Source: an optimization exercise on an open RTL-to-GDS flow (aim: small area). Production flows keep margins and buffers that such runs may drop. Function was checked by simulation only, so behaviour that the tests miss may differ from the original. Power is estimated from default activity; no workload was simulated. The flow treats the clock pin as an ideal source, which a real chip does not have.

==> flow/design.v <==
module sub_e
(
	input [13:0] A,
	input [13:0] B,
	output [14:0] D
);
	wire se_1 = A[0] ^ B[0];
	wire se_2 = ~A[0] & B[0];
	wire se_3 = ~A[1] ^ B[1] ^ se_2;
	wire se_4 = (~A[1] & B[1]) | (~A[1] & se_2) | (B[1] & se_2);
	wire se_5 = ~A[2] ^ B[2] ^ se_4;
	wire se_6 = (~A[2] & B[2]) | (~A[2] & se_4) | (B[2] & se_4);
	wire se_7 = ~A[3] ^ B[3] ^ se_6;
	wire se_8 = (~A[3] & B[3]) | (~A[3] & se_6) | (B[3] & se_6);
	wire se_9 = ~A[4] ^ B[4] ^ se_8;
	wire se_10 = (~A[4] & B[4]) | (~A[4] & se_8) | (B[4] & se_8);
	wire se_11 = ~A[5] ^ B[5] ^ se_10;
	wire se_12 = (~A[5] & B[5]) | (~A[5] & se_10) | (B[5] & se_10);
	wire se_13 = ~A[6] ^ B[6] ^ se_12;
	wire se_14 = (~A[6] & B[6]) | (~A[6] & se_12) | (B[6] & se_12);
	wire se_15 = ~A[7] ^ B[7] ^ se_14;
	wire se_16 = (~A[7] & B[7]) | (~A[7] & se_14) | (B[7] & se_14);
	wire se_17 = ~A[8] ^ B[8] ^ se_16;
	wire se_18 = (~A[8] & B[8]) | (~A[8] & se_16) | (B[8] & se_16);
	wire se_19 = ~A[9] ^ B[9] ^ se_18;
	wire se_20 = (~A[9] & B[9]) | (~A[9] & se_18) | (B[9] & se_18);
	wire se_21 = ~A[10] ^ B[10] ^ se_20;
	wire se_22 = (~A[10] & B[10]) | (~A[10] & se_20) | (B[10] & se_20);
	wire se_23 = ~A[11] ^ B[11] ^ se_22;
	wire se_24 = (~A[11] & B[11]) | (~A[11] & se_22) | (B[11] & se_22);
	wire se_25 = ~A[12] ^ B[12] ^ se_24;
	wire se_26 = (~A[12] & B[12]) | (~A[12] & se_24) | (B[12] & se_24);
	wire se_27 = A[13] ^ ~B[13] ^ se_26;
	wire se_28 = (A[13] & ~B[13]) | (A[13] & se_26) | (~B[13] & se_26);
	assign D = {se_28, ~se_27, ~se_25, ~se_23, ~se_21, ~se_19, ~se_17, ~se_15, ~se_13, ~se_11, ~se_9, ~se_7, ~se_5, ~se_3, se_1};
endmodule
module upd_w
(
	input [9:0] WL,
	input [16:0] WH,
	input [14:0] E,
	input [5:0] R,
	input PA,
	input PB,
	input CI,
	output [9:0] WLN,
	output [16:0] WHN,
	output CO
);
	wire sz_1 = R[0] ^ PB ^ ~E[0];
	wire sz_2 = (R[0] & PB) | (R[0] & ~E[0]) | (PB & ~E[0]);
	wire sz_3 = E[0] ^ E[3];
	wire sz_4 = E[0] & E[3];
	wire sz_5 = ~R[4] ^ E[1] ^ E[4];
	wire sz_6 = (~R[4] & E[1]) | (~R[4] & E[4]) | (E[1] & E[4]);
	wire sz_7 = E[0] ^ E[2];
	wire sz_8 = E[0] & E[2];
	wire sz_9 = WL[0] ^ PA;
	wire sz_10 = WL[0] | PA;
	wire sz_11 = E[1] ^ E[3] ^ E[6];
	wire sz_12 = (E[1] & E[3]) | (E[1] & E[6]) | (E[3] & E[6]);
	wire sz_13 = E[2] ^ E[4];
	wire sz_14 = E[2] & E[4];
	wire sz_15 = E[3] ^ E[5];
	wire sz_16 = E[3] & E[5];
	wire sz_17 = E[4] ^ E[6];
	wire sz_18 = E[4] & E[6];
	wire sz_19 = WL[4] ^ E[0];
	wire sz_20 = WL[4] | E[0];
	wire sz_21 = E[5] ^ E[7] ^ E[10];
	wire sz_22 = (E[5] & E[7]) | (E[5] & E[10]) | (E[7] & E[10]);
	wire sz_23 = WL[5] ^ E[1];
	wire sz_24 = WL[5] | E[1];
	wire sz_25 = E[6] ^ E[8] ^ E[11];
	wire sz_26 = (E[6] & E[8]) | (E[6] & E[11]) | (E[8] & E[11]);
	wire sz_27 = WL[6] ^ E[2];
	wire sz_28 = WL[6] | E[2];
	wire sz_29 = E[7] ^ E[9] ^ E[12];
	wire sz_30 = (E[7] & E[9]) | (E[7] & E[12]) | (E[9] & E[12]);
	wire sz_31 = WL[7] ^ E[3];
	wire sz_32 = WL[7] | E[3];
	wire sz_33 = E[8] ^ E[10] ^ E[13];
	wire sz_34 = (E[8] & E[10]) | (E[8] & E[13]) | (E[10] & E[13]);
	wire sz_35 = WL[8] ^ E[4] ^ E[14];
	wire sz_36 = (WL[8] & E[4]) | (WL[8] & E[14]) | (E[4] & E[14]);
	wire sz_37 = WL[9] ^ E[5];
	wire sz_38 = WL[9] | E[5];
	wire sz_39 = WH[0] ^ E[6];
	wire sz_40 = WH[0] | E[6];
	wire sz_41 = WH[1] ^ E[7] ^ E[14];
	wire sz_42 = (WH[1] & E[7]) | (WH[1] & E[14]) | (E[7] & E[14]);
	wire sz_43 = WH[2] ^ E[8];
	wire sz_44 = WH[2] | E[8];
	wire sz_45 = WH[3] ^ E[9] ^ E[14];
	wire sz_46 = (WH[3] & E[9]) | (WH[3] & E[14]) | (E[9] & E[14]);
	wire sz_47 = WH[4] ^ E[10];
	wire sz_48 = WH[4] | E[10];
	wire sz_49 = WH[5] ^ E[11];
	wire sz_50 = WH[5] | E[11];
	wire sz_51 = WH[6] ^ E[12];
	wire sz_52 = WH[6] | E[12];
	wire sz_53 = WH[7] ^ E[13];
	wire sz_54 = WH[7] | E[13];
	wire sz_55 = sz_2 ^ R[1] ^ ~E[1];
	wire sz_56 = (sz_2 & R[1]) | (sz_2 & ~E[1]) | (R[1] & ~E[1]);
	wire sz_57 = sz_6 ^ sz_7 ^ E[5];
	wire sz_58 = (sz_6 & sz_7) | (sz_6 & E[5]) | (sz_7 & E[5]);
	wire sz_59 = sz_8 ^ sz_9 ^ sz_11;
	wire sz_60 = (sz_8 & sz_9) | (sz_8 & sz_11) | (sz_9 & sz_11);
	wire sz_61 = sz_12 ^ sz_13 ^ E[7];
	wire sz_62 = (sz_12 & sz_13) | (sz_12 & E[7]) | (sz_13 & E[7]);
	wire sz_63 = sz_14 ^ sz_15 ^ E[8];
	wire sz_64 = (sz_14 & sz_15) | (sz_14 & E[8]) | (sz_15 & E[8]);
	wire sz_65 = sz_16 ^ sz_17 ^ E[9];
	wire sz_66 = (sz_16 & sz_17) | (sz_16 & E[9]) | (sz_17 & E[9]);
	wire sz_67 = sz_18 ^ sz_19 ^ sz_21;
	wire sz_68 = (sz_18 & sz_19) | (sz_18 & sz_21) | (sz_19 & sz_21);
	wire sz_69 = sz_22 ^ sz_23 ^ sz_25;
	wire sz_70 = (sz_22 & sz_23) | (sz_22 & sz_25) | (sz_23 & sz_25);
	wire sz_71 = sz_26 ^ sz_27 ^ sz_29;
	wire sz_72 = (sz_26 & sz_27) | (sz_26 & sz_29) | (sz_27 & sz_29);
	wire sz_73 = sz_30 ^ sz_31 ^ sz_33;
	wire sz_74 = (sz_30 & sz_31) | (sz_30 & sz_33) | (sz_31 & sz_33);
	wire sz_75 = sz_34 ^ E[9] ^ E[11];
	wire sz_76 = (sz_34 & E[9]) | (sz_34 & E[11]) | (E[9] & E[11]);
	wire sz_77 = sz_37 ^ E[10] ^ E[12];
	wire sz_78 = (sz_37 & E[10]) | (sz_37 & E[12]) | (E[10] & E[12]);
	wire sz_79 = sz_39 ^ E[11] ^ E[13];
	wire sz_80 = (sz_39 & E[11]) | (sz_39 & E[13]) | (E[11] & E[13]);
	wire sz_81 = sz_40 ^ sz_41 ^ ~E[12];
	wire sz_82 = (sz_40 & sz_41) | (sz_40 & ~E[12]) | (sz_41 & ~E[12]);
	wire sz_83 = ~sz_42 ^ sz_43 ^ E[13];
	wire sz_84 = (~sz_42 & sz_43) | (~sz_42 & E[13]) | (sz_43 & E[13]);
	wire sz_85 = sz_54 ^ WH[8] ^ ~E[14];
	wire sz_86 = (sz_54 & WH[8]) | (sz_54 & ~E[14]) | (WH[8] & ~E[14]);
	wire sz_87 = sz_56 ^ R[2] ^ ~E[2];
	wire sz_88 = (sz_56 & R[2]) | (sz_56 & ~E[2]) | (R[2] & ~E[2]);
	wire sz_89 = sz_58 ^ sz_59 ^ PB;
	wire sz_90 = (sz_58 & sz_59) | (sz_58 & PB) | (sz_59 & PB);
	wire sz_91 = sz_10 ^ WL[1] ^ ~sz_60;
	wire sz_92 = (sz_10 & WL[1]) | (sz_10 & ~sz_60) | (WL[1] & ~sz_60);
	wire sz_93 = ~WL[2] ^ sz_62 ^ sz_63;
	wire sz_94 = (~WL[2] & sz_62) | (~WL[2] & sz_63) | (sz_62 & sz_63);
	wire sz_95 = ~WL[3] ^ sz_64 ^ sz_65;
	wire sz_96 = (~WL[3] & sz_64) | (~WL[3] & sz_65) | (sz_64 & sz_65);
	wire sz_97 = ~sz_20 ^ sz_68 ^ sz_69;
	wire sz_98 = (~sz_20 & sz_68) | (~sz_20 & sz_69) | (sz_68 & sz_69);
	wire sz_99 = ~sz_24 ^ sz_70 ^ sz_71;
	wire sz_100 = (~sz_24 & sz_70) | (~sz_24 & sz_71) | (sz_70 & sz_71);
	wire sz_101 = ~sz_28 ^ sz_72 ^ sz_73;
	wire sz_102 = (~sz_28 & sz_72) | (~sz_28 & sz_73) | (sz_72 & sz_73);
	wire sz_103 = sz_32 ^ sz_35 ^ ~sz_74;
	wire sz_104 = (sz_32 & sz_35) | (sz_32 & ~sz_74) | (sz_35 & ~sz_74);
	wire sz_105 = ~sz_36 ^ sz_76 ^ sz_77;
	wire sz_106 = (~sz_36 & sz_76) | (~sz_36 & sz_77) | (sz_76 & sz_77);
	wire sz_107 = ~sz_38 ^ sz_78 ^ sz_79;
	wire sz_108 = (~sz_38 & sz_78) | (~sz_38 & sz_79) | (sz_78 & sz_79);
	wire sz_109 = sz_44 ^ sz_45 ^ ~sz_84;
	wire sz_110 = (sz_44 & sz_45) | (sz_44 & ~sz_84) | (sz_45 & ~sz_84);
	wire sz_111 = sz_86 ^ WH[9];
	wire sz_112 = sz_86 | WH[9];
	wire sz_113 = sz_88 ^ R[3] ^ ~sz_3;
	wire sz_114 = (sz_88 & R[3]) | (sz_88 & ~sz_3) | (R[3] & ~sz_3);
	wire sz_115 = ~sz_91 ^ sz_90 ^ sz_61;
	wire sz_116 = (~sz_91 & sz_90) | (~sz_91 & sz_61) | (sz_90 & sz_61);
	wire sz_117 = sz_96 ^ sz_66 ^ sz_67;
	wire sz_118 = (sz_96 & sz_66) | (sz_96 & sz_67) | (sz_66 & sz_67);
	wire sz_119 = ~sz_103 ^ sz_102 ^ sz_75;
	wire sz_120 = (~sz_103 & sz_102) | (~sz_103 & sz_75) | (sz_102 & sz_75);
	wire sz_121 = ~sz_81 ^ sz_108 ^ sz_80;
	wire sz_122 = (~sz_81 & sz_108) | (~sz_81 & sz_80) | (sz_108 & sz_80);
	wire sz_123 = sz_110 ^ sz_46 ^ ~sz_47;
	wire sz_124 = (sz_110 & sz_46) | (sz_110 & ~sz_47) | (sz_46 & ~sz_47);
	wire sz_125 = sz_112 ^ WH[10];
	wire sz_126 = sz_112 | WH[10];
	wire sz_127 = ~sz_114 ^ sz_4 ^ sz_5;
	wire sz_128 = (~sz_114 & sz_4) | (~sz_114 & sz_5) | (sz_4 & sz_5);
	wire sz_129 = ~sz_92 ^ sz_116 ^ sz_93;
	wire sz_130 = (~sz_92 & sz_116) | (~sz_92 & sz_93) | (sz_116 & sz_93);
	wire sz_131 = ~sz_104 ^ sz_120 ^ sz_105;
	wire sz_132 = (~sz_104 & sz_120) | (~sz_104 & sz_105) | (sz_120 & sz_105);
	wire sz_133 = ~sz_82 ^ sz_122 ^ sz_83;
	wire sz_134 = (~sz_82 & sz_122) | (~sz_82 & sz_83) | (sz_122 & sz_83);
	wire sz_135 = sz_124 ^ sz_48 ^ ~sz_49;
	wire sz_136 = (sz_124 & sz_48) | (sz_124 & ~sz_49) | (sz_48 & ~sz_49);
	wire sz_137 = sz_126 ^ WH[11];
	wire sz_138 = sz_126 | WH[11];
	wire sz_139 = ~R[5] ^ sz_128 ^ sz_57;
	wire sz_140 = (~R[5] & sz_128) | (~R[5] & sz_57) | (sz_128 & sz_57);
	wire sz_141 = sz_130 ^ sz_94 ^ sz_95;
	wire sz_142 = (sz_130 & sz_94) | (sz_130 & sz_95) | (sz_94 & sz_95);
	wire sz_143 = sz_132 ^ sz_106 ^ sz_107;
	wire sz_144 = (sz_132 & sz_106) | (sz_132 & sz_107) | (sz_106 & sz_107);
	wire sz_145 = sz_136 ^ sz_50 ^ ~sz_51;
	wire sz_146 = (sz_136 & sz_50) | (sz_136 & ~sz_51) | (sz_50 & ~sz_51);
	wire sz_147 = sz_138 ^ WH[12];
	wire sz_148 = sz_138 | WH[12];
	wire sz_149 = sz_146 ^ sz_52 ^ ~sz_53;
	wire sz_150 = (sz_146 & sz_52) | (sz_146 & ~sz_53) | (sz_52 & ~sz_53);
	wire sz_151 = sz_148 ^ WH[13];
	wire sz_152 = sz_148 | WH[13];
	wire sz_153 = sz_152 ^ WH[14];
	wire sz_154 = sz_152 | WH[14];
	wire sz_155 = sz_154 ^ WH[15];
	wire sz_156 = sz_154 | WH[15];
	wire sz_157 = sz_1 ^ PA;
	wire sz_158 = sz_1 & ~PA;
	wire sz_159 = sz_55 ^ sz_158;
	wire sz_160 = sz_55 & sz_158;
	wire sz_161 = sz_87 ^ sz_160;
	wire sz_162 = sz_87 & sz_160;
	wire sz_163 = sz_113 ^ sz_162;
	wire sz_164 = sz_113 & sz_162;
	wire sz_165 = sz_127 ^ sz_164;
	wire sz_166 = ~sz_127 & sz_164;
	wire sz_167 = sz_139 ^ sz_166;
	wire sz_168 = ~sz_139 & sz_166;
	wire sz_169 = sz_140 ^ sz_89 ^ ~sz_168;
	wire sz_170 = (sz_140 & sz_89) | (sz_140 & ~sz_168) | (sz_89 & ~sz_168);
	wire sz_171 = sz_115 ^ sz_170;
	wire sz_172 = sz_115 | sz_170;
	wire sz_173 = sz_129 ^ sz_172;
	wire sz_174 = sz_129 | sz_172;
	wire sz_175 = sz_141 ^ sz_174;
	wire sz_176 = sz_141 | sz_174;
	wire sz_177 = sz_142 ^ sz_117 ^ sz_176;
	wire sz_178 = (sz_142 & sz_117) | (sz_142 & sz_176) | (sz_117 & sz_176);
	wire sz_179 = sz_118 ^ sz_97 ^ sz_178;
	wire sz_180 = (sz_118 & sz_97) | (sz_118 & sz_178) | (sz_97 & sz_178);
	wire sz_181 = sz_98 ^ sz_99 ^ sz_180;
	wire sz_182 = (sz_98 & sz_99) | (sz_98 & sz_180) | (sz_99 & sz_180);
	wire sz_183 = sz_100 ^ sz_101 ^ sz_182;
	wire sz_184 = (sz_100 & sz_101) | (sz_100 & sz_182) | (sz_101 & sz_182);
	wire sz_185 = sz_119 ^ sz_184;
	wire sz_186 = sz_119 | sz_184;
	wire sz_187 = sz_131 ^ sz_186;
	wire sz_188 = sz_131 | sz_186;
	wire sz_189 = sz_143 ^ CI;
	wire sz_190 = ~sz_143 & CI;
	wire sz_191 = sz_144 ^ sz_121 ^ ~sz_190;
	wire sz_192 = (sz_144 & sz_121) | (sz_144 & ~sz_190) | (sz_121 & ~sz_190);
	wire sz_193 = sz_133 ^ sz_192;
	wire sz_194 = sz_133 | sz_192;
	wire sz_195 = ~sz_109 ^ sz_134 ^ sz_194;
	wire sz_196 = (~sz_109 & sz_134) | (~sz_109 & sz_194) | (sz_134 & sz_194);
	wire sz_197 = sz_123 ^ sz_196;
	wire sz_198 = sz_123 & ~sz_196;
	wire sz_199 = sz_135 ^ sz_198;
	wire sz_200 = sz_135 & sz_198;
	wire sz_201 = sz_145 ^ sz_200;
	wire sz_202 = sz_145 & sz_200;
	wire sz_203 = sz_149 ^ sz_202;
	wire sz_204 = sz_149 & sz_202;
	wire sz_205 = sz_150 ^ sz_85 ^ sz_204;
	wire sz_206 = (sz_150 & sz_85) | (sz_150 & sz_204) | (sz_85 & sz_204);
	wire sz_207 = sz_111 ^ sz_206;
	wire sz_208 = ~sz_111 & sz_206;
	wire sz_209 = sz_125 ^ sz_208;
	wire sz_210 = ~sz_125 & sz_208;
	wire sz_211 = sz_137 ^ sz_210;
	wire sz_212 = ~sz_137 & sz_210;
	wire sz_213 = sz_147 ^ sz_212;
	wire sz_214 = ~sz_147 & sz_212;
	wire sz_215 = sz_151 ^ sz_214;
	wire sz_216 = ~sz_151 & sz_214;
	wire sz_217 = sz_153 ^ sz_216;
	wire sz_218 = ~sz_153 & sz_216;
	wire sz_219 = sz_155 ^ sz_218;
	wire sz_220 = ~sz_155 & sz_218;
	wire sz_221 = sz_156 ^ ~WH[16] ^ sz_220;
	wire sz_222 = (sz_156 & ~WH[16]) | (sz_156 & sz_220) | (~WH[16] & sz_220);
	assign WLN = {sz_187, sz_185, ~sz_183, ~sz_181, ~sz_179, ~sz_177, sz_175, sz_173, sz_171, ~sz_169};
	assign WHN = {sz_221, ~sz_219, ~sz_217, ~sz_215, ~sz_213, ~sz_211, ~sz_209, ~sz_207, sz_205, sz_203, sz_201, sz_199, ~sz_197, ~sz_195, sz_193, ~sz_191, ~sz_189};
	assign CO = ~sz_188;
endmodule
module rem_b
(
	input [5:0] B,
	input P,
	output [5:0] R
);
	wire sr_1 = B[0] ^ P;
	wire sr_2 = ~B[0] & P;
	wire sr_3 = B[1] ^ B[0];
	wire sr_4 = B[1] | B[0];
	wire sr_5 = B[2] ^ B[1];
	wire sr_6 = B[2] | B[1];
	wire sr_7 = B[3] ^ B[2];
	wire sr_8 = B[3] | B[2];
	wire sr_9 = B[4] ^ B[3];
	wire sr_10 = B[4] | B[3];
	wire sr_11 = B[5] ^ B[4];
	wire sr_12 = B[5] | B[4];
	wire sr_13 = sr_4 ^ B[0] ^ ~sr_5;
	wire sr_14 = (sr_4 & B[0]) | (sr_4 & ~sr_5) | (B[0] & ~sr_5);
	wire sr_15 = sr_6 ^ B[1] ^ ~sr_7;
	wire sr_16 = (sr_6 & B[1]) | (sr_6 & ~sr_7) | (B[1] & ~sr_7);
	wire sr_17 = sr_8 ^ B[2] ^ B[0];
	wire sr_18 = (sr_8 & B[2]) | (sr_8 & B[0]) | (B[2] & B[0]);
	wire sr_19 = sr_10 ^ B[3] ^ B[1];
	wire sr_20 = (sr_10 & B[3]) | (sr_10 & B[1]) | (B[3] & B[1]);
	wire sr_21 = sr_16 ^ sr_17 ^ ~sr_9;
	wire sr_22 = (sr_16 & sr_17) | (sr_16 & ~sr_9) | (sr_17 & ~sr_9);
	wire sr_23 = sr_18 ^ sr_19 ^ ~sr_11;
	wire sr_24 = (sr_18 & sr_19) | (sr_18 & ~sr_11) | (sr_19 & ~sr_11);
	wire sr_25 = sr_2 ^ sr_3;
	wire sr_26 = sr_2 | sr_3;
	wire sr_27 = sr_13 ^ sr_26;
	wire sr_28 = sr_13 & ~sr_26;
	wire sr_29 = sr_14 ^ sr_15 ^ sr_28;
	wire sr_30 = (sr_14 & sr_15) | (sr_14 & sr_28) | (sr_15 & sr_28);
	wire sr_31 = sr_21 ^ sr_30;
	wire sr_32 = sr_21 & sr_30;
	wire sr_33 = sr_22 ^ sr_23 ^ sr_32;
	wire sr_34 = (sr_22 & sr_23) | (sr_22 & sr_32) | (sr_23 & sr_32);
	assign R = {sr_33, sr_31, sr_29, ~sr_27, sr_25, sr_1};
endmodule
module get_s
(
	input [16:0] WH,
	input [14:0] E,
	input CI,
	output [16:0] S
);
	wire ss_1 = WH[14] ^ E[14];
	wire ss_2 = ~WH[14] & E[14];
	wire ss_3 = WH[15] ^ ss_2;
	wire ss_4 = ~WH[15] & ss_2;
	wire ss_5 = WH[0] ^ E[0] ^ CI;
	wire ss_6 = (WH[0] & E[0]) | (WH[0] & CI) | (E[0] & CI);
	wire ss_7 = WH[1] ^ E[1] ^ ss_6;
	wire ss_8 = (WH[1] & E[1]) | (WH[1] & ss_6) | (E[1] & ss_6);
	wire ss_9 = WH[2] ^ E[2] ^ ss_8;
	wire ss_10 = (WH[2] & E[2]) | (WH[2] & ss_8) | (E[2] & ss_8);
	wire ss_11 = WH[3] ^ E[3] ^ ss_10;
	wire ss_12 = (WH[3] & E[3]) | (WH[3] & ss_10) | (E[3] & ss_10);
	wire ss_13 = WH[4] ^ E[4] ^ ss_12;
	wire ss_14 = (WH[4] & E[4]) | (WH[4] & ss_12) | (E[4] & ss_12);
	wire ss_15 = WH[5] ^ E[5] ^ ss_14;
	wire ss_16 = (WH[5] & E[5]) | (WH[5] & ss_14) | (E[5] & ss_14);
	wire ss_17 = WH[6] ^ E[6] ^ ss_16;
	wire ss_18 = (WH[6] & E[6]) | (WH[6] & ss_16) | (E[6] & ss_16);
	wire ss_19 = WH[7] ^ E[7] ^ ss_18;
	wire ss_20 = (WH[7] & E[7]) | (WH[7] & ss_18) | (E[7] & ss_18);
	wire ss_21 = WH[8] ^ E[8] ^ ss_20;
	wire ss_22 = (WH[8] & E[8]) | (WH[8] & ss_20) | (E[8] & ss_20);
	wire ss_23 = WH[9] ^ E[9] ^ ss_22;
	wire ss_24 = (WH[9] & E[9]) | (WH[9] & ss_22) | (E[9] & ss_22);
	wire ss_25 = WH[10] ^ E[10] ^ ss_24;
	wire ss_26 = (WH[10] & E[10]) | (WH[10] & ss_24) | (E[10] & ss_24);
	wire ss_27 = WH[11] ^ E[11] ^ ss_26;
	wire ss_28 = (WH[11] & E[11]) | (WH[11] & ss_26) | (E[11] & ss_26);
	wire ss_29 = WH[12] ^ E[12] ^ ss_28;
	wire ss_30 = (WH[12] & E[12]) | (WH[12] & ss_28) | (E[12] & ss_28);
	wire ss_31 = WH[13] ^ E[13] ^ ss_30;
	wire ss_32 = (WH[13] & E[13]) | (WH[13] & ss_30) | (E[13] & ss_30);
	wire ss_33 = ss_1 ^ ss_32;
	wire ss_34 = ss_1 & ss_32;
	wire ss_35 = ss_3 ^ ss_34;
	wire ss_36 = ss_3 & ss_34;
	wire ss_37 = ss_4 ^ WH[16] ^ ~ss_36;
	wire ss_38 = (ss_4 & WH[16]) | (ss_4 & ~ss_36) | (WH[16] & ~ss_36);
	assign S = {~ss_37, ss_35, ss_33, ss_31, ss_29, ss_27, ss_25, ss_23, ss_21, ss_19, ss_17, ss_15, ss_13, ss_11, ss_9, ss_7, ss_5};
endmodule
module upd_m
(
	input [21:0] M,
	input [16:0] SN,
	input [16:0] SO,
	input CI,
	output [21:0] MN,
	output CO
);
	wire sm_1 = M[0] ^ SN[0];
	wire sm_2 = M[0] | SN[0];
	wire sm_3 = M[1] ^ SN[1] ^ ~SO[1];
	wire sm_4 = (M[1] & SN[1]) | (M[1] & ~SO[1]) | (SN[1] & ~SO[1]);
	wire sm_5 = M[2] ^ SN[2] ^ ~SO[2];
	wire sm_6 = (M[2] & SN[2]) | (M[2] & ~SO[2]) | (SN[2] & ~SO[2]);
	wire sm_7 = M[3] ^ SN[3] ^ ~SO[3];
	wire sm_8 = (M[3] & SN[3]) | (M[3] & ~SO[3]) | (SN[3] & ~SO[3]);
	wire sm_9 = M[4] ^ SN[4] ^ ~SO[4];
	wire sm_10 = (M[4] & SN[4]) | (M[4] & ~SO[4]) | (SN[4] & ~SO[4]);
	wire sm_11 = M[5] ^ SN[5] ^ ~SO[5];
	wire sm_12 = (M[5] & SN[5]) | (M[5] & ~SO[5]) | (SN[5] & ~SO[5]);
	wire sm_13 = M[6] ^ SN[6] ^ ~SO[6];
	wire sm_14 = (M[6] & SN[6]) | (M[6] & ~SO[6]) | (SN[6] & ~SO[6]);
	wire sm_15 = M[7] ^ SN[7] ^ ~SO[7];
	wire sm_16 = (M[7] & SN[7]) | (M[7] & ~SO[7]) | (SN[7] & ~SO[7]);
	wire sm_17 = M[8] ^ SN[8] ^ ~SO[8];
	wire sm_18 = (M[8] & SN[8]) | (M[8] & ~SO[8]) | (SN[8] & ~SO[8]);
	wire sm_19 = M[9] ^ SN[9] ^ ~SO[9];
	wire sm_20 = (M[9] & SN[9]) | (M[9] & ~SO[9]) | (SN[9] & ~SO[9]);
	wire sm_21 = M[10] ^ SN[10] ^ ~SO[10];
	wire sm_22 = (M[10] & SN[10]) | (M[10] & ~SO[10]) | (SN[10] & ~SO[10]);
	wire sm_23 = M[11] ^ SN[11] ^ ~SO[11];
	wire sm_24 = (M[11] & SN[11]) | (M[11] & ~SO[11]) | (SN[11] & ~SO[11]);
	wire sm_25 = M[12] ^ SN[12] ^ ~SO[12];
	wire sm_26 = (M[12] & SN[12]) | (M[12] & ~SO[12]) | (SN[12] & ~SO[12]);
	wire sm_27 = M[13] ^ SN[13] ^ ~SO[13];
	wire sm_28 = (M[13] & SN[13]) | (M[13] & ~SO[13]) | (SN[13] & ~SO[13]);
	wire sm_29 = M[14] ^ SN[14] ^ ~SO[14];
	wire sm_30 = (M[14] & SN[14]) | (M[14] & ~SO[14]) | (SN[14] & ~SO[14]);
	wire sm_31 = M[15] ^ SN[15] ^ ~SO[15];
	wire sm_32 = (M[15] & SN[15]) | (M[15] & ~SO[15]) | (SN[15] & ~SO[15]);
	wire sm_33 = M[16] ^ SO[16] ^ ~SN[16];
	wire sm_34 = (M[16] & SO[16]) | (M[16] & ~SN[16]) | (SO[16] & ~SN[16]);
	wire sm_35 = sm_34 ^ M[17];
	wire sm_36 = sm_34 | M[17];
	wire sm_37 = sm_36 ^ M[18];
	wire sm_38 = sm_36 | M[18];
	wire sm_39 = sm_38 ^ M[19];
	wire sm_40 = sm_38 | M[19];
	wire sm_41 = sm_40 ^ M[20];
	wire sm_42 = sm_40 | M[20];
	wire sm_43 = sm_1 ^ SO[0];
	wire sm_44 = sm_1 | SO[0];
	wire sm_45 = sm_2 ^ sm_3 ^ ~sm_44;
	wire sm_46 = (sm_2 & sm_3) | (sm_2 & ~sm_44) | (sm_3 & ~sm_44);
	wire sm_47 = sm_4 ^ sm_5 ^ sm_46;
	wire sm_48 = (sm_4 & sm_5) | (sm_4 & sm_46) | (sm_5 & sm_46);
	wire sm_49 = sm_6 ^ sm_7 ^ sm_48;
	wire sm_50 = (sm_6 & sm_7) | (sm_6 & sm_48) | (sm_7 & sm_48);
	wire sm_51 = sm_8 ^ sm_9 ^ sm_50;
	wire sm_52 = (sm_8 & sm_9) | (sm_8 & sm_50) | (sm_9 & sm_50);
	wire sm_53 = sm_10 ^ sm_11 ^ sm_52;
	wire sm_54 = (sm_10 & sm_11) | (sm_10 & sm_52) | (sm_11 & sm_52);
	wire sm_55 = sm_12 ^ sm_13 ^ sm_54;
	wire sm_56 = (sm_12 & sm_13) | (sm_12 & sm_54) | (sm_13 & sm_54);
	wire sm_57 = sm_14 ^ sm_15 ^ sm_56;
	wire sm_58 = (sm_14 & sm_15) | (sm_14 & sm_56) | (sm_15 & sm_56);
	wire sm_59 = sm_16 ^ sm_17 ^ sm_58;
	wire sm_60 = (sm_16 & sm_17) | (sm_16 & sm_58) | (sm_17 & sm_58);
	wire sm_61 = sm_18 ^ sm_19 ^ sm_60;
	wire sm_62 = (sm_18 & sm_19) | (sm_18 & sm_60) | (sm_19 & sm_60);
	wire sm_63 = sm_20 ^ sm_21 ^ sm_62;
	wire sm_64 = (sm_20 & sm_21) | (sm_20 & sm_62) | (sm_21 & sm_62);
	wire sm_65 = sm_22 ^ sm_23 ^ CI;
	wire sm_66 = (sm_22 & sm_23) | (sm_22 & CI) | (sm_23 & CI);
	wire sm_67 = sm_24 ^ sm_25 ^ sm_66;
	wire sm_68 = (sm_24 & sm_25) | (sm_24 & sm_66) | (sm_25 & sm_66);
	wire sm_69 = sm_26 ^ sm_27 ^ sm_68;
	wire sm_70 = (sm_26 & sm_27) | (sm_26 & sm_68) | (sm_27 & sm_68);
	wire sm_71 = sm_28 ^ sm_29 ^ sm_70;
	wire sm_72 = (sm_28 & sm_29) | (sm_28 & sm_70) | (sm_29 & sm_70);
	wire sm_73 = sm_30 ^ sm_31 ^ sm_72;
	wire sm_74 = (sm_30 & sm_31) | (sm_30 & sm_72) | (sm_31 & sm_72);
	wire sm_75 = sm_32 ^ sm_33 ^ sm_74;
	wire sm_76 = (sm_32 & sm_33) | (sm_32 & sm_74) | (sm_33 & sm_74);
	wire sm_77 = sm_35 ^ sm_76;
	wire sm_78 = ~sm_35 & sm_76;
	wire sm_79 = sm_37 ^ sm_78;
	wire sm_80 = ~sm_37 & sm_78;
	wire sm_81 = sm_39 ^ sm_80;
	wire sm_82 = ~sm_39 & sm_80;
	wire sm_83 = sm_41 ^ sm_82;
	wire sm_84 = ~sm_41 & sm_82;
	wire sm_85 = sm_42 ^ ~M[21] ^ sm_84;
	wire sm_86 = (sm_42 & ~M[21]) | (sm_42 & sm_84) | (~M[21] & sm_84);
	assign MN = {sm_85, ~sm_83, ~sm_81, ~sm_79, ~sm_77, sm_75, sm_73, sm_71, sm_69, sm_67, sm_65, sm_63, sm_61, sm_59, sm_57, sm_55, sm_53, sm_51, sm_49, sm_47, sm_45, sm_43};
	assign CO = sm_64;
endmodule
module mul273
(
	input [21:0] M,
	input CI,
	output [12:0] HI,
	output C13
);
	wire sf_1 = M[0] ^ M[4] ^ M[8];
	wire sf_2 = (M[0] & M[4]) | (M[0] & M[8]) | (M[4] & M[8]);
	wire sf_3 = M[1] ^ M[5] ^ M[9];
	wire sf_4 = (M[1] & M[5]) | (M[1] & M[9]) | (M[5] & M[9]);
	wire sf_5 = M[2] ^ M[6] ^ M[10];
	wire sf_6 = (M[2] & M[6]) | (M[2] & M[10]) | (M[6] & M[10]);
	wire sf_7 = M[3] ^ M[7] ^ M[11];
	wire sf_8 = (M[3] & M[7]) | (M[3] & M[11]) | (M[7] & M[11]);
	wire sf_9 = M[4] ^ M[8] ^ M[12];
	wire sf_10 = (M[4] & M[8]) | (M[4] & M[12]) | (M[8] & M[12]);
	wire sf_11 = M[5] ^ M[9] ^ M[13];
	wire sf_12 = (M[5] & M[9]) | (M[5] & M[13]) | (M[9] & M[13]);
	wire sf_13 = M[6] ^ M[10] ^ M[14];
	wire sf_14 = (M[6] & M[10]) | (M[6] & M[14]) | (M[10] & M[14]);
	wire sf_15 = M[7] ^ M[11] ^ M[15];
	wire sf_16 = (M[7] & M[11]) | (M[7] & M[15]) | (M[11] & M[15]);
	wire sf_17 = M[8] ^ M[12] ^ M[16];
	wire sf_18 = (M[8] & M[12]) | (M[8] & M[16]) | (M[12] & M[16]);
	wire sf_19 = M[9] ^ M[13] ^ M[17];
	wire sf_20 = (M[9] & M[13]) | (M[9] & M[17]) | (M[13] & M[17]);
	wire sf_21 = M[10] ^ M[14] ^ M[18];
	wire sf_22 = (M[10] & M[14]) | (M[10] & M[18]) | (M[14] & M[18]);
	wire sf_23 = M[11] ^ M[15] ^ M[19];
	wire sf_24 = (M[11] & M[15]) | (M[11] & M[19]) | (M[15] & M[19]);
	wire sf_25 = M[12] ^ M[16] ^ M[20];
	wire sf_26 = (M[12] & M[16]) | (M[12] & M[20]) | (M[16] & M[20]);
	wire sf_27 = M[13] ^ M[17];
	wire sf_28 = M[13] | M[17];
	wire sf_29 = M[14] ^ M[18];
	wire sf_30 = M[14] | M[18];
	wire sf_31 = M[15] ^ M[19];
	wire sf_32 = M[15] | M[19];
	wire sf_33 = M[16] ^ M[20];
	wire sf_34 = M[16] | M[20];
	wire sf_35 = sf_6 ^ sf_7 ^ CI;
	wire sf_36 = (sf_6 & sf_7) | (sf_6 & CI) | (sf_7 & CI);
	wire sf_37 = sf_14 ^ sf_15 ^ CI;
	wire sf_38 = (sf_14 & sf_15) | (sf_14 & CI) | (sf_15 & CI);
	wire sf_39 = sf_22 ^ sf_23 ^ CI;
	wire sf_40 = (sf_22 & sf_23) | (sf_22 & CI) | (sf_23 & CI);
	wire sf_41 = ~sf_26 ^ sf_27 ^ M[21];
	wire sf_42 = (~sf_26 & sf_27) | (~sf_26 & M[21]) | (sf_27 & M[21]);
	wire sf_43 = sf_34 ^ M[17] ^ ~M[21];
	wire sf_44 = (sf_34 & M[17]) | (sf_34 & ~M[21]) | (M[17] & ~M[21]);
	wire sf_45 = sf_36 ^ sf_8 ^ sf_9;
	wire sf_46 = (sf_36 & sf_8) | (sf_36 & sf_9) | (sf_8 & sf_9);
	wire sf_47 = sf_38 ^ sf_16 ^ sf_17;
	wire sf_48 = (sf_38 & sf_16) | (sf_38 & sf_17) | (sf_16 & sf_17);
	wire sf_49 = sf_40 ^ sf_24 ^ sf_25;
	wire sf_50 = (sf_40 & sf_24) | (sf_40 & sf_25) | (sf_24 & sf_25);
	wire sf_51 = ~sf_28 ^ sf_42 ^ sf_29;
	wire sf_52 = (~sf_28 & sf_42) | (~sf_28 & sf_29) | (sf_42 & sf_29);
	wire sf_53 = sf_46 ^ sf_10 ^ sf_11;
	wire sf_54 = (sf_46 & sf_10) | (sf_46 & sf_11) | (sf_10 & sf_11);
	wire sf_55 = sf_48 ^ sf_18 ^ sf_19;
	wire sf_56 = (sf_48 & sf_18) | (sf_48 & sf_19) | (sf_18 & sf_19);
	wire sf_57 = ~sf_30 ^ sf_52 ^ sf_31;
	wire sf_58 = (~sf_30 & sf_52) | (~sf_30 & sf_31) | (sf_52 & sf_31);
	wire sf_59 = sf_54 ^ sf_12 ^ sf_13;
	wire sf_60 = (sf_54 & sf_12) | (sf_54 & sf_13) | (sf_12 & sf_13);
	wire sf_61 = sf_56 ^ sf_20 ^ sf_21;
	wire sf_62 = (sf_56 & sf_20) | (sf_56 & sf_21) | (sf_20 & sf_21);
	wire sf_63 = ~sf_32 ^ sf_58 ^ sf_33;
	wire sf_64 = (~sf_32 & sf_58) | (~sf_32 & sf_33) | (sf_58 & sf_33);
	wire sf_65 = M[0] ^ M[4];
	wire sf_66 = M[0] & M[4];
	wire sf_67 = M[1] ^ M[5] ^ sf_66;
	wire sf_68 = (M[1] & M[5]) | (M[1] & sf_66) | (M[5] & sf_66);
	wire sf_69 = M[2] ^ M[6] ^ sf_68;
	wire sf_70 = (M[2] & M[6]) | (M[2] & sf_68) | (M[6] & sf_68);
	wire sf_71 = M[3] ^ M[7] ^ sf_70;
	wire sf_72 = (M[3] & M[7]) | (M[3] & sf_70) | (M[7] & sf_70);
	wire sf_73 = sf_1 ^ sf_72;
	wire sf_74 = sf_1 & sf_72;
	wire sf_75 = sf_2 ^ sf_3 ^ sf_74;
	wire sf_76 = (sf_2 & sf_3) | (sf_2 & sf_74) | (sf_3 & sf_74);
	wire sf_77 = sf_4 ^ sf_5 ^ sf_76;
	wire sf_78 = (sf_4 & sf_5) | (sf_4 & sf_76) | (sf_5 & sf_76);
	wire sf_79 = sf_35 ^ sf_78;
	wire sf_80 = sf_35 & sf_78;
	wire sf_81 = sf_45 ^ sf_80;
	wire sf_82 = sf_45 & sf_80;
	wire sf_83 = sf_60 ^ sf_37;
	wire sf_84 = sf_60 & sf_37;
	wire sf_85 = sf_47 ^ sf_84;
	wire sf_86 = sf_47 & sf_84;
	wire sf_87 = sf_55 ^ sf_86;
	wire sf_88 = sf_55 & sf_86;
	wire sf_89 = sf_61 ^ sf_88;
	wire sf_90 = sf_61 & sf_88;
	wire sf_91 = sf_62 ^ sf_39 ^ sf_90;
	wire sf_92 = (sf_62 & sf_39) | (sf_62 & sf_90) | (sf_39 & sf_90);
	wire sf_93 = sf_49 ^ sf_92;
	wire sf_94 = sf_49 & sf_92;
	wire sf_95 = sf_50 ^ ~sf_41 ^ sf_94;
	wire sf_96 = (sf_50 & ~sf_41) | (sf_50 & sf_94) | (~sf_41 & sf_94);
	wire sf_97 = sf_51 ^ sf_96;
	wire sf_98 = ~sf_51 & sf_96;
	wire sf_99 = sf_57 ^ sf_98;
	wire sf_100 = ~sf_57 & sf_98;
	wire sf_101 = sf_63 ^ sf_100;
	wire sf_102 = ~sf_63 & sf_100;
	wire sf_103 = ~sf_64 ^ sf_43 ^ sf_102;
	wire sf_104 = (~sf_64 & sf_43) | (~sf_64 & sf_102) | (sf_43 & sf_102);
	assign HI = {sf_103, ~sf_101, ~sf_99, ~sf_97, sf_95, sf_93, sf_91, sf_89, sf_87, sf_85, sf_83, sf_59, sf_53};
	assign C13 = sf_82;
endmodule
module inc13
(
	input [12:0] HI,
	input CI,
	output [12:0] O
);
	wire so_1 = HI[0] ^ CI;
	wire so_2 = HI[0] & CI;
	wire so_3 = HI[1] ^ so_2;
	wire so_4 = HI[1] & so_2;
	wire so_5 = HI[2] ^ so_4;
	wire so_6 = HI[2] & so_4;
	wire so_7 = HI[3] ^ so_6;
	wire so_8 = HI[3] & so_6;
	wire so_9 = HI[4] ^ so_8;
	wire so_10 = HI[4] & so_8;
	wire so_11 = HI[5] ^ so_10;
	wire so_12 = HI[5] & so_10;
	wire so_13 = HI[6] ^ so_12;
	wire so_14 = HI[6] & so_12;
	wire so_15 = HI[7] ^ so_14;
	wire so_16 = HI[7] & so_14;
	wire so_17 = HI[8] ^ so_16;
	wire so_18 = HI[8] & so_16;
	wire so_19 = HI[9] ^ so_18;
	wire so_20 = HI[9] & so_18;
	wire so_21 = HI[10] ^ so_20;
	wire so_22 = HI[10] & so_20;
	wire so_23 = HI[11] ^ so_22;
	wire so_24 = HI[11] & so_22;
	wire so_25 = HI[12] ^ so_24;
	wire so_26 = HI[12] & so_24;
	assign O = {so_25, so_23, so_21, so_19, so_17, so_15, so_13, so_11, so_9, so_7, so_5, so_3, so_1};
endmodule
module trapezoidal_filter
(
	input SYS_CLK ,
	input RESET_N ,
	input signed [13:0] DATA_IN ,
	output signed [13:0] DATA_OUT ,
	output OVERFLOW
) ;
	localparam HD = 375;	 
	localparam SD = 28;	 
	reg [8:0] n;
	always @(negedge RESET_N or posedge SYS_CLK)
		if (!RESET_N) n <= 9'd0;
		else if (n != HD) n <= n + 9'd1;
	reg [13:0] H [0:HD-1];
	integer i;
	always @(posedge SYS_CLK) begin
		H[0] <= DATA_IN;
		for (i = 1; i < HD; i = i + 1) H[i] <= H[i-1];
	end
	wire [13:0] xa = (n >= 9'd3)    ? H[2]    : 14'd0;
	wire [13:0] xb = (n == HD)      ? H[HD-1] : 14'd0;
	wire [13:0] ya = (n >= 9'd2)    ? H[1]    : 14'd0;
	wire [13:0] yb = (n >= HD - 1)  ? H[HD-2] : 14'd0;
	wire [14:0] En;
	reg  [14:0] E;
	sub_e u_e (.A(ya), .B(yb), .D(En));
	always @(negedge RESET_N or posedge SYS_CLK)
		if (!RESET_N) E <= 15'd0;
		else E <= En;
	wire [5:0] rb;
	rem_b u_r (.B(xb[5:0]), .P(~xb[13]), .R(rb));
	reg  [9:0]  WL;
	reg  [16:0] WH;
	reg         cW;
	wire [9:0]  WLn;
	wire [16:0] WHn;
	wire        cWn;
	upd_w u_w (.WL(WL), .WH(WH), .E(E), .R(rb), .PA(~xa[13]), .PB(~xb[13]), .CI(cW),
		.WLN(WLn), .WHN(WHn), .CO(cWn));
	always @(negedge RESET_N or posedge SYS_CLK)
		if (!RESET_N) begin
			WL <= 10'd0;
			WH <= 17'd0;
			cW <= 1'b0;
		end else begin
			WL <= WLn;
			WH <= WHn;
			cW <= cWn;
		end
	wire [16:0] s;
	get_s u_s (.WH(WH), .E(E), .CI(cW), .S(s));
	reg [16:0] S [0:SD-1];
	always @(negedge RESET_N or posedge SYS_CLK)
		if (!RESET_N) S[0] <= 17'd0;
		else S[0] <= s;
	always @(posedge SYS_CLK)
		for (i = 1; i < SD; i = i + 1) S[i] <= S[i-1];
	wire [16:0] so = (n >= SD - 1) ? S[SD-1] : 17'd0;
	reg  [21:0] M;
	reg         cM;
	wire [21:0] Mn;
	wire        cMn;
	upd_m u_m (.M(M), .SN(S[0]), .SO(so), .CI(cM), .MN(Mn), .CO(cMn));
	always @(negedge RESET_N or posedge SYS_CLK)
		if (!RESET_N) begin
			M  <= 22'd0;
			cM <= 1'b0;
		end else begin
			M  <= Mn;
			cM <= cMn;
		end
	wire [12:0] hi;
	wire        c13;
	mul273 u_f (.M(M), .CI(cM), .HI(hi), .C13(c13));
	wire neg = M[21] ^ (cM & (&M[20:11]));
	reg [12:0] OH;
	reg        OC;
	always @(negedge RESET_N or posedge SYS_CLK)
		if (!RESET_N) begin
			OH <= 13'd0;
			OC <= 1'b0;
		end else begin
			OH <= neg ? 13'd0 : hi;
			OC <= neg ? 1'b0 : c13;
		end
	wire [12:0] o;
	inc13 u_i (.HI(OH), .CI(OC), .O(o));
	assign DATA_OUT = {1'b0, o};
	assign OVERFLOW = 1'b0;
endmodule
==> flow/flow/run.sh <==
#!/bin/bash
set -euo pipefail
export CTS_ARGS="-sink_clustering_enable -repair_clock_nets -buf_list sky130_fd_sc_hd__clkbuf_4 -root_buf sky130_fd_sc_hd__clkbuf_16 -sink_clustering_buffer sky130_fd_sc_hd__clkbuf_16 -dont_use_dummy_load -sink_clustering_size 35 -sink_clustering_max_diameter 70"
export BUFFER_PORTS_ARGS="-buffer_cell sky130_fd_sc_hd__buf_1"
export SYNTH_ARGS="-noabc"
bash standard.sh > flow_make.log 2>&1
==> flow/standard.sh <==
#!/bin/bash
# synth_recipe.tcl (not shown) runs the flow's synth.tcl, then flattens the netlist and writes it again
# the make line also repeats each setting of config.mk as NAME=value (left out here)
make -C /OpenROAD-flow-scripts/flow DESIGN_CONFIG=/design/flow/config.mk WORK_HOME=/design/flow/orfs CLKGATE_MAP_FILE= SYNTH_SCRIPT=/design/flow/synth_recipe.tcl "${@:-finish}"
==> flow/config.mk <==
export PLATFORM = sky130hd
export DESIGN_NAME = trapezoidal_filter
export DESIGN_NICKNAME = trapezoidal_filter
export VERILOG_FILES = /design/flow/design.v
export SDC_FILE = /design/flow/constraint.sdc
export NUM_CORES = 4
export LEC_CHECK = 0
export CAP_MARGIN = 20
export CORE_MARGIN = 2
export CORE_UTILIZATION = 60
export SLEW_MARGIN = 20
==> flow/constraint.sdc <==
create_clock -name core_clock -period 10.0 [get_ports {SYS_CLK}]
set_input_delay 2.0000 -clock core_clock [delete_from_list [all_inputs] [get_ports {SYS_CLK}]]
set_output_delay 2.0000 -clock core_clock [all_outputs]
set_load 0.01 [all_outputs]
==> results.py, run 1 <==
metrics = {
    "timing": {
        "timing.final.ws_setup_ps": 1560,
        "report.final.setup_viol": 0,
        "finalHoldViolCount": 0,
        "worst_clock_skew_ps": 127,
        "period_utilization_pct": 84.4,
        "highest_attainable_clock_frequency_ghz": 0.118,
        "setup_tns_ps": 0,
        "slew_viol_final": 0,
        "max_slew_margin_pct": 38.8,
        "rsz0062_at_grt": "false",
        "finalCriticalPeriod_ps": 8440,
        "worst_slew_pin_slew_ps": 918,
    },
    "drt": {
        "num_vias": 38400,
        "route.antenna.remaining_nets": 0,
        "post_drt_via_cell_ratio": 4.15,
        "avgRoutedWirePerCell_um": 12.4,
        "routed-wl-met3_mm": 3.98,
        "drt_pre_antenna_iters": 4,
        "total_detailed_routing_wirelength_mm": 115,
        "met1Wirelength_mm": 65.9,
        "detailedRoute.firstIterationViolations": 1719,
        "route.met2.wl_mm": 41.6,
        "top_layer_used": "met4",
        "remaining_drc_errors": 0,
    },
    "grt": {
        "grt_first_pass_wirelength_mm": 198,
        "maximum_number_of_pins_on_one_net_before_global_route_repair": 68,
        "grt_overflow": 0,
        "grt_pass1_vias": 38500,
        "gr-usage-all-layers_pct": 11.5,
        "grt_antenna_before_repair": 5,
    },
    "setup_path": {
        "worstRegToRegCells": 19,
        "arrival_ps": 9300,
        "critPathMaxFanout": 14,
        "cp-start-kind": "flop",
        "worst-setup-path-type": "flop to flop",
        "crit_required_ps": 10860,
        "slowest_stage": "or4_1",
        "regToRegEndpoint": "E[13]$_DFF_PN0_",
        "crit_path_cell_trace": "or4_1, or3_1, or4_4, nand2_1, ha_1, inv_1, fa_1, fa_1, fa_1, fa_1, fa_1, fa_1, fa_1, fa_1, fa_1, fa_1, fa_1, fa_1, fa_1",
        "setup.worst_path.start": "n[7]$_DFFE_PN0P_",
        "critical_path.max_stage_delay_ps": 560,
        "r2r-start": "n[7]$_DFFE_PN0P_",
        "reg2reg_slack_ps": 1560,
        "worst_path_most_repeated_cell": "fa_1",
        "cp-end-kind": "flop",
    },
    "clock_network": {
        "cts_tree": "done",
        "cts_hold_repair.buffers": 0,
        "worstSkewPairLatency_ps": 1020,
        "cts-root-to-sink-buffers": 3,
        "post_cts_resize_count": 0,
        "post-cts-setup-buffers": 0,
        "cts_buffers": 194,
        "h-tree-depth": 4,
        "clk_pin_slew_worst_paths_ps": 120,
        "clockRootBuffer": "clkbuf_16",
        "cts_sinks": 5808,
    },
    "hold_path": {
        "whs_path_depth": 0,
        "tightest_hold_check_type": "flop to flop",
        "hold-path-endpoint": "H[301][11]$_DFF_P_",
        "hold_path_startpoint": "H[300][11]$_DFF_P_",
    },
    "synth": {
        "synth.top_cells.by_area": "dfxtp_1 93%, fa_1 2.5%, dfrtp_1 2.2%",
        "syn_area_per_cell_um2": 19.3,
        "synth_async_sr_flop_share_pct": 1.83,
        "synth_top_area_share_pct": 93.1,
        "synthTopCellsByCount": "5,702 x dfxtp_1, 157 x inv_1, 155 x fa_1",
        "synth_top_flop_cell": "dfxtp_1",
        "yosysWarnings": 5,
        "synth.most_common_cell": "dfxtp_1",
        "distinct_cells_synth": 36,
        "post_synthesis_instance_area_um2": 123000,
        "largest_area_contributor_in_the_netlist": "dfxtp_1",
        "synth_seq_area_share_pct": 95.2,
        "synth-edff-count": 0,
        "flip_flop_and_latch_count_after_synthesis": 5808,
        "netlist_instances": 6372,
    },
    "finish": {
        "finalNetCount": 6846,
        "fin_util_pct": 64.4,
        "final_layout_size_suffix_gt1_share_pct": 3.22,
        "syn_to_final_growth_pct": 6.46,
    },
    "floorplanning": {
        "core.rowCount": 165,
        "initial_core_util_pct": 60.5,
        "dieArea_um2": 208000,
        "chipWidth_um": 456,
        "die_height_um": 456,
        "core_outline_area_um2": 203000,
        "ioPinCount": 31,
    },
    "pwr": {
        "post-layout-total-power_mw": 36.4,
        "ir_worst_vdd_uv": 193,
        "cellPowerDensity_nw_per_um2": 278,
        "static-leakage-power_nw": 53.0,
    },
    "place": {
        "number_of_buffers_inserted_by_port_buffering": 28,
        "detailedPlace.worstSlack_ps": 1580,
        "finalWeightedCongestion": 0.719,
        "dp_hpwl_mm": 58.6,
    },
    "outcome": {
        "result_of_the_run": "finished clean",
    },
    "job": {
        "drv.max_cap_violation_count": 0,
    },
}
-- how the worst max path moves through the flow --
stage | endpoint | cells after the start
2_1_floorplan | E[13]$_DFF_PN0_ | 20
4_1_cts | E[13]$_DFF_PN0_ | 19
3_5_place_dp | E[13]$_DFF_PN0_ | 19
5_1_grt | E[13]$_DFF_PN0_ | 19
6_report | E[13]$_DFF_PN0_ | 19
3_3_place_gp | E[13]$_DFF_PN0_ | 19
-- stage by stage --
step                cells  area [um^2]  hold WS, ps
global route         9259       131000          194
finish               9259       131000          217
detailed placement   9054       126000          312
CTS                  9248       131000          183
global placement     9054       126000          310
floorplan            6373       123000          310
-- cell families after synthesis --
group | Yosys count | share of synthesized area, %
other | 1 | 0.00306
adders and majority gates | 252 | 3.52
and+or+nand+nor | 96 | 0.415
AOI/OAI and AO/OA | 12 | 0.0653
buffers and inverters | 178 | 0.597
xor gates and xnor gates | 24 | 0.171
DFF | 5808 | 95.2
muxes | 1 | 0.00816
-- where the power goes --
group,leakage [nW],internal (mW),switching (mW)
combinational,3.07,1.08,1.18
sequential,47.6,24.5,0.481
clock,2.27,3.22,5.88
-- metal layers --
metal / up-vias / track usage (%)
li1: 19600 / -
met1: 18300 / 19.0
met2: 272 / 14.9
met3: 235 / 2.34
met4: 0 / 3.75
met5: - / 0
-- critical path: cells and delay by family (launching register included) --
kind / cells / cell delay, ps
and+or+nand+nor: 4 / 1540
DFF: 1 / 450
buffers and inverters: 1 / 60
adders and majority gates: 14 / 6280
-- placed cells by master, fill, tap and decap left out, types with 2 or more instances in the layout --
cell and instances:
and3_1 2, inv_1 157, clkbuf_4 17, xor2_1 5, nor3_1 5, diode_2 11, o21a_1 2, nand4_1 4
xnor2_1 19, fa_1 155, a21oi_1 2, buf_1 27, ha_1 97, nand3_1 4, o21ai_0 3, a31o_2 2
dfxtp_1 5702, nor2b_1 2, dfrtp_1 106, nor2_1 8, nand2_1 39, and2_2 4, buf_4 2, clkbuf_16 178
conb_1 2, and2_4 8, and2_1 14
-- layout make-up --
type / instances / area (um^2)
Inverter: 157 / 589
Tap cell: 2672 / 3340
Antenna cell: 11 / 27.5
Clock buffer: 194 / 4570
Timing Repair Buffer: 30 / 124
Multi-Input combinational cell: 387 / 5130
Sequential cell: 5808 / 117000
Fill cell: 14200 / 72100
-- sequential cells by signal, indices dropped and copies added, names as in the netlist --
| signal | cells |
|---|---|
| M | 22 |
| E | 15 |
| cM | 1 |
| S | 476 |
| OH | 13 |
| WH | 17 |
| cW | 1 |
| n | 9 |
| H | 5243 |
| OC | 1 |
| WL | 10 |
==> inputs of run 2 (changes only) <==
==> flow/flow/run.sh (replaced) <==
#!/bin/bash
set -euo pipefail
export CTS_ARGS="-sink_clustering_enable -repair_clock_nets -buf_list sky130_fd_sc_hd__clkbuf_4 -root_buf sky130_fd_sc_hd__clkbuf_16 -sink_clustering_buffer sky130_fd_sc_hd__buf_12 -dont_use_dummy_load -sink_clustering_size 32 -sink_clustering_max_diameter 70"
export BUFFER_PORTS_ARGS="-buffer_cell sky130_fd_sc_hd__buf_1"
export SYNTH_ARGS="-noabc"
bash standard.sh > flow_make.log 2>&1
==> run 2 against run 1 <==
Against the previous run:
- still clean
- hold slack improved by 14 ps
- synthesized area unchanged
- die area unchanged
- core utilization decreased by 0.33 points
- fmax increased by 0.17%
- power decreased by 0.28%
- critical endpoint unchanged
- highest routed layer unchanged
==> results.py, run 2 <==
metrics = {
    "timing": {
        "worst_slew_pin_slew_ps": 910,
        "finalCriticalPeriod_ps": 8430,
        "max_slew_margin_pct": 39.4,
        "highest_attainable_clock_frequency_ghz": 0.119,
        "fin_worst_hold_slack_ps": 231,
        "timing.final.ws_setup_ps": 1570,
        "rsz0062_at_grt": "false",
        "slew_viol_final": 0,
        "period_utilization_pct": 84.3,
        "report.final.setup_viol": 0,
        "setup_tns_ps": 0,
        "finalHoldViolCount": 0,
        "worst_clock_skew_ps": 108,
    },
    "floorplanning": {
        "core.rowCount": 165,
        "die_height_um": 456,
        "chipWidth_um": 456,
        "dieArea_um2": 208000,
        "core_outline_area_um2": 203000,
        "ioPinCount": 31,
        "initial_core_util_pct": 60.5,
    },
    "finish": {
        "final_layout_size_suffix_gt1_share_pct": 3.39,
        "largest_reg_flops": 5243,
        "layout_top_registers": "H x5243, S x476, M x22",
        "layout.cells.most_common_list": "5,702 x dfxtp_1, 188 x buf_12, 157 x inv_1",
        "layout_commonest_cell": "dfxtp_1",
        "final_cells": 9272,
        "syn_to_final_growth_pct": 5.93,
        "finalNetCount": 6857,
        "top_register": "H",
    },
    "setup_path": {
        "critical-path-top-delay-family": "adder cells",
        "worst-setup-path-type": "flop to flop",
        "reg2reg_slack_ps": 1570,
        "cp-end-kind": "flop",
        "slowest_stage": "or4_1",
        "setup.worst_path.start": "n[7]$_DFFE_PN0P_",
        "r2r-start": "n[7]$_DFFE_PN0P_",
        "cp-start-kind": "flop",
        "worstRegToRegCells": 19,
        "cp.depth": 19,
        "critPathMaxFanout": 14,
        "crit_path_cell_trace": "or4_1, or3_1, or4_4, nand2_1, ha_1, inv_1, fa_1, fa_1, fa_1, fa_1, fa_1, fa_1, fa_1, fa_1, fa_1, fa_1, fa_1, fa_1, fa_1",
        "arrival_ps": 9310,
        "worst-path-buf-inv": 1,
        "worst_path_most_repeated_cell": "fa_1",
        "crit_required_ps": 10890,
        "critical_path.max_stage_delay_ps": 550,
    },
    "grt": {
        "grt_overflow": 0,
        "grt_first_pass_wirelength_mm": 198,
        "grt_antenna_before_repair": 5,
        "maximum_number_of_pins_on_one_net_before_global_route_repair": 68,
        "grt_pass1_vias": 38500,
        "gr-usage-all-layers_pct": 11.5,
    },
    "clock_network": {
        "worstSkewPairLatency_ps": 1040,
        "post_cts_resize_count": 0,
        "cts_hold_repair.buffers": 0,
        "cts_sinks": 5808,
        "post-cts-setup-buffers": 0,
        "cts_buffers": 205,
        "cts-root-to-sink-buffers": 3,
        "clockRootBuffer": "clkbuf_16",
        "clk_pin_slew_worst_paths_ps": 110,
        "h-tree-depth": 4,
        "cts_tree": "done",
    },
    "drt": {
        "remaining_drc_errors": 0,
        "num_vias": 38500,
        "avgRoutedWirePerCell_um": 12.4,
        "detailedRoute.firstIterationViolations": 1730,
        "post_drt_via_cell_ratio": 4.15,
        "total_detailed_routing_wirelength_mm": 115,
        "drt_pre_antenna_iters": 4,
        "route.antenna.remaining_nets": 0,
    },
    "synth": {
        "synth.most_common_cell": "dfxtp_1",
        "post_synthesis_instance_area_um2": 123000,
        "distinct_cells_synth": 36,
        "flip_flop_and_latch_count_after_synthesis": 5808,
        "yosysWarnings": 5,
        "synth.top_cells.by_area": "dfxtp_1 93%, fa_1 2.5%, dfrtp_1 2.2%",
        "synth_top_flop_cell": "dfxtp_1",
        "synth_seq_area_share_pct": 95.2,
        "syn_area_per_cell_um2": 19.3,
        "synth_top_area_share_pct": 93.1,
        "largest_area_contributor_in_the_netlist": "dfxtp_1",
        "synthTopCellsByCount": "5,702 x dfxtp_1, 157 x inv_1, 155 x fa_1",
        "synth_async_sr_flop_share_pct": 1.83,
        "netlist_instances": 6372,
        "synth-edff-count": 0,
    },
    "pwr": {
        "internal-power_mw": 28.6,
        "ir_worst_vdd_uv": 198,
        "sequentialPowerShare_pct": 68.9,
        "p_sw_mw": 7.69,
        "cellPowerDensity_nw_per_um2": 279,
        "power.clock.fraction_pct": 24.9,
        "share_comb_of_total_power_pct": 6.2,
        "post-layout-total-power_mw": 36.2,
        "switching_share_pct": 21.2,
        "static-leakage-power_nw": 52.5,
    },
    "place": {
        "finalWeightedCongestion": 0.719,
        "detailedPlace.worstSlack_ps": 1580,
        "dp_cells": 9054,
        "dp_hpwl_mm": 58.6,
        "number_of_buffers_inserted_by_port_buffering": 28,
    },
    "hold_path": {
        "hold_path_startpoint": "H[367][12]$_DFF_P_",
        "whs_path_depth": 0,
        "tightest_hold_check_type": "flop to flop",
    },
    "job": {
        "drv.max_cap_violation_count": 0,
    },
    "outcome": {
        "result_of_the_run": "finished clean",
    },
}
[run 2: layout make-up]
cell class                 instances  area (um^2)
multi-input combinational        387         5130
sequential                      5808       117000
tap                             2672         3340
fill                           14300        72800
timing repair buffer              30          124
inverter                         157          589
clock buffer                     205         3910
antenna                           13         32.5
[run 2: cells by family (layout without fill, tap and decap cells)]
logic type,after synthesis,in the layout,synth area share (%)
AOI/OAI and AO/OA,12,12,0.0653
xor gates and xnor gates,24,24,0.171
adders and majority gates,252,252,3.52
buffers and inverters,178,392,0.597
DFF,5808,5808,95.2
muxes,1,1,0.00816
other,1,15,0.00306
and+or+nand+nor,96,96,0.415
[run 2: through the flow]
stage / area, um^2 / utilization [%]
after floorplan: 123000 / -
after global placement: 126000 / 62.1
after detailed placement: 126000 / 62.1
after CTS: 130000 / 64.1
after global routing: 130000 / 64.1
final: 130000 / 64.1
[run 2: worst paths after layout]
check                                     endpoint
worst min-delay path            H[368][12]$_DFF_P_
max in group asynchronous          WL[5]$_DFF_PN0_
min in group asynchronous          OH[1]$_DFF_PN0_
worst max register to register     E[13]$_DFF_PN0_
worst min register to register  H[368][12]$_DFF_P_
worst max-delay path               E[13]$_DFF_PN0_
[run 2: power groups by stage]
stage / clock (mW) / sequential [mW] / combinational [mW]
6_report: 9.01 / 25.0 / 2.26
2_1_floorplan: 0 / 25.3 / 1.74
5_1_grt: 10.2 / 25.2 / 2.78
3_3_place_gp: 0 / 25.5 / 2.29
3_5_place_dp: 0 / 25.5 / 2.35
4_1_cts: 9.42 / 25.0 / 2.37
[run 2: layer usage]
metal,share of wire [%],GRT usage (%),up-vias
li1,-,-,19600
met1,57,19.0,18300
met2,36,14.9,294
met3,3.6,2.44,246
met4,2.9,3.83,0
met5,0,0,-
==> inputs of run 3 (changes only) <==
==> flow/flow/run.sh (replaced) <==
#!/bin/bash
set -euo pipefail
export CTS_ARGS="-sink_clustering_enable -repair_clock_nets -buf_list sky130_fd_sc_hd__clkbuf_4 -root_buf sky130_fd_sc_hd__clkbuf_16 -sink_clustering_buffer sky130_fd_sc_hd__buf_12 -dont_use_dummy_load -sink_clustering_size 32 -sink_clustering_max_diameter 70"
export BUFFER_PORTS_ARGS="-buffer_cell sky130_fd_sc_hd__buf_1"
export SYNTH_ARGS="-noabc"
echo "export DONT_USE_CELLS = sky130_fd_sc_hd__ha_1" >> config.mk
bash standard.sh > flow_make.log 2>&1
--- a/flow/config.mk
+++ b/flow/config.mk
@@ -9,3 +9,4 @@
 export CORE_MARGIN = 2
 export CORE_UTILIZATION = 60
 export SLEW_MARGIN = 20
+export DONT_USE_CELLS = sky130_fd_sc_hd__ha_1
==> run 3 against run 2 <==
Against the previous run:
- global-route usage is 0.11 points higher
- design area is 0.22% lower
- combinational power is 13% higher
- still clean
- clock power is 0.9% higher
- sequential share of layout area is 0.20 points higher
- sequential cell count stayed put
- non-clock buffer count stayed put
- clock skew is 62 ps higher
- highest routed layer is now met5
==> results.py, run 3 <==
metrics = {
    "outcome": {
        "result_of_the_run": "finished clean",
    },
    "pwr": {
        "static-leakage-power_nw": 51.7,
        "cellPowerDensity_nw_per_um2": 283,
    },
    "place": {
        "dp_hpwl_mm": 59.9,
        "dp_cells": 9048,
        "number_of_buffers_inserted_by_port_buffering": 28,
        "finalWeightedCongestion": 0.718,
    },
    "timing": {
        "finalHoldViolCount": 0,
        "fin_worst_hold_slack_ps": 203,
        "highest_attainable_clock_frequency_ghz": 0.121,
        "setup_tns_ps": 0,
        "rsz0062_at_grt": "false",
        "worst_clock_skew_ps": 170,
        "slew_viol_final": 0,
        "worst_slew_pin_slew_ps": 990,
        "report.final.setup_viol": 0,
        "max_slew_margin_pct": 33.5,
    },
    "floorplanning": {
        "ioPinCount": 31,
        "initial_core_util_pct": 60.4,
        "die_height_um": 456,
        "core_outline_area_um2": 203000,
        "dieArea_um2": 208000,
    },
    "finish": {
        "syn_to_final_growth_pct": 5.95,
        "layout_commonest_cell": "dfxtp_1",
        "final_layout_size_suffix_gt1_share_pct": 3.51,
        "finalNetCount": 6757,
        "layout.area.seq_um2": 117000,
        "layout.filler_cells": 14200,
        "fin_util_pct": 64.0,
        "top_register": "H",
        "final_cells": 9269,
        "layout_top_registers": "H x5243, S x476, M x22",
    },
    "synth": {
        "synthTopCellsByCount": "5,702 x dfxtp_1, 155 x fa_1, 106 x dfrtp_1",
        "flip_flop_and_latch_count_after_synthesis": 5808,
        "syn_area_per_cell_um2": 19.2,
        "synth_seq_area_share_pct": 95.5,
        "netlist_instances": 6377,
        "synth_async_sr_flop_share_pct": 1.83,
        "largest_area_contributor_in_the_netlist": "dfxtp_1",
        "synth.top_cells.by_area": "dfxtp_1 93%, fa_1 2.5%, dfrtp_1 2.2%",
        "synth_top_area_share_pct": 93.3,
        "post_synthesis_instance_area_um2": 122000,
        "yosysWarnings": 5,
    },
    "drt": {
        "detailedRoute.firstIterationViolations": 1827,
        "route.antenna.remaining_nets": 0,
        "post_drt_via_cell_ratio": 4.15,
        "total_detailed_routing_wirelength_mm": 117,
        "num_vias": 38500,
        "remaining_drc_errors": 0,
        "drt_pre_antenna_iters": 4,
    },
    "grt": {
        "grt_antenna_before_repair": 11,
        "grt_first_pass_wirelength_mm": 199,
        "grt_pass1_vias": 38400,
        "grt_overflow": 0,
        "gr-usage-all-layers_pct": 11.6,
    },
    "clock_network": {
        "worstSkewPairLatency_ps": 1000,
        "cts-root-to-sink-buffers": 3,
        "post_cts_resize_count": 0,
        "cts_tree": "done",
        "cts_buffers": 208,
        "cts_sinks": 5808,
        "post-cts-setup-buffers": 0,
        "h-tree-depth": 4,
        "cts_hold_repair.buffers": 0,
    },
    "setup_path": {
        "cp-end-kind": "flop",
        "worst-setup-path-type": "flop to flop",
        "cp-start-kind": "flop",
        "arrival_ps": 9010,
        "critPathMaxFanout": 7,
    },
    "hold_path": {
        "tightest_hold_check_type": "flop to flop",
    },
    "job": {
        "drv.max_cap_violation_count": 0,
    },
}
-- run 3: cell count changes in the layout (fill, tap and decap cells not counted), moves of 13 or more --
cell     change
xor2_1      +31
nor2b_1     +13
inv_1       -94
nand2_1     +18
ha_1        -97
or2_2       +16
xnor2_1     +39
nor2_1      +33
-- run 3: layout make-up --
class / count / area share, %
Tap cell: 2672 / 2.58
Antenna cell: 13 / 0.0251
Multi-Input combinational cell: 475 / 3.96
Inverter: 63 / 0.182
Sequential cell: 5808 / 90.1
Clock buffer: 208 / 3.06
Timing Repair Buffer: 30 / 0.0955
-- run 3: path summary, 6_finish.rpt --
| kind | from | end | slack (ps) | cells past startpoint |
|---|---|---|---|---|
| worst min register to register | H[116][13]$_DFF_P_ | H[117][13]$_DFF_P_ | 200 | 0 |
| worst max-delay path | n[1]$_DFFE_PN0P_ | WL[9]$_DFF_PN0_ | 1750 | 24 |
| worst max register to register | n[1]$_DFFE_PN0P_ | WL[9]$_DFF_PN0_ | 1750 | 24 |
| worst min-delay path | H[116][13]$_DFF_P_ | H[117][13]$_DFF_P_ | 200 | 0 |
| max in group asynchronous | RESET_N | WL[7]$_DFF_PN0_ | 7490 | 2 |
| min in group asynchronous | RESET_N | OH[1]$_DFF_PN0_ | 1050 | 1 |
-- run 3: logic make-up after synthesis --
family	after synthesis	synth area share (%)
xor gates and xnor gates	95	0.691
other	1	0.00306
AOI/OAI and AO/OA	25	0.127
and+or+nand+nor	197	0.830
DFF	5808	95.5
buffers and inverters	95	0.354
adders and majority gates	155	2.54
muxes	1	0.00818
-- run 3: layer usage --
| metal | up-vias | global-route usage [%] | part of all wire, % |
|---|---|---|---|
| met2 | 330 | 14.6 | 35 |
| met4 | 4 | 3.87 | 2.9 |
| met3 | 254 | 2.58 | 3.8 |
| li1 | 19700 | - | - |
| met5 | - | 0 | 0.018 |
| met1 | 18200 | 19.5 | 58 |
-- run 3: report_power, final --
group	internal [mW]	leakage [nW]	switching (mW)
Sequential	24.5	47.6	0.553
Combinational	1.24	2.24	1.32
Clock	3.03	1.88	6.06
Total	28.8	51.7	7.93
-- run 3: critical path, cell delays in order (launching register included) --
cell and delay, ps:
dfrtp_1 510, and3_1 380, nand3_1 110, nor2_1 350
and2_1 260, fa_1 460, and2_1 180, fa_1 450
xor2_1 190, fa_1 460, fa_1 420, fa_1 530
nand4_1 100, nor3_1 200, nand2_1 110, fa_1 500
nor2b_1 200, nand2_1 100, or2_2 290, fa_1 480
fa_1 500, fa_1 460, fa_1 460, nand2b_1 190
xnor2_1 130
-- run 3: per-stage QoR --
stage	setup WS [ps]	power (mW)
floorplan	2530	27.5
global placement	1810	28.2
detailed placement	1790	28.2
CTS	1620	37.2
global route	1240	38.5
finish	1750	36.7

Check on run 3: ideal ports give 1.751 ns setup slack; a clkbuf_16 on the clock port and buf_2 on the inputs give 1.751 ns; moving port delays by the midpoint clock arrival (1.013 ns) as well gives 1.751 ns.
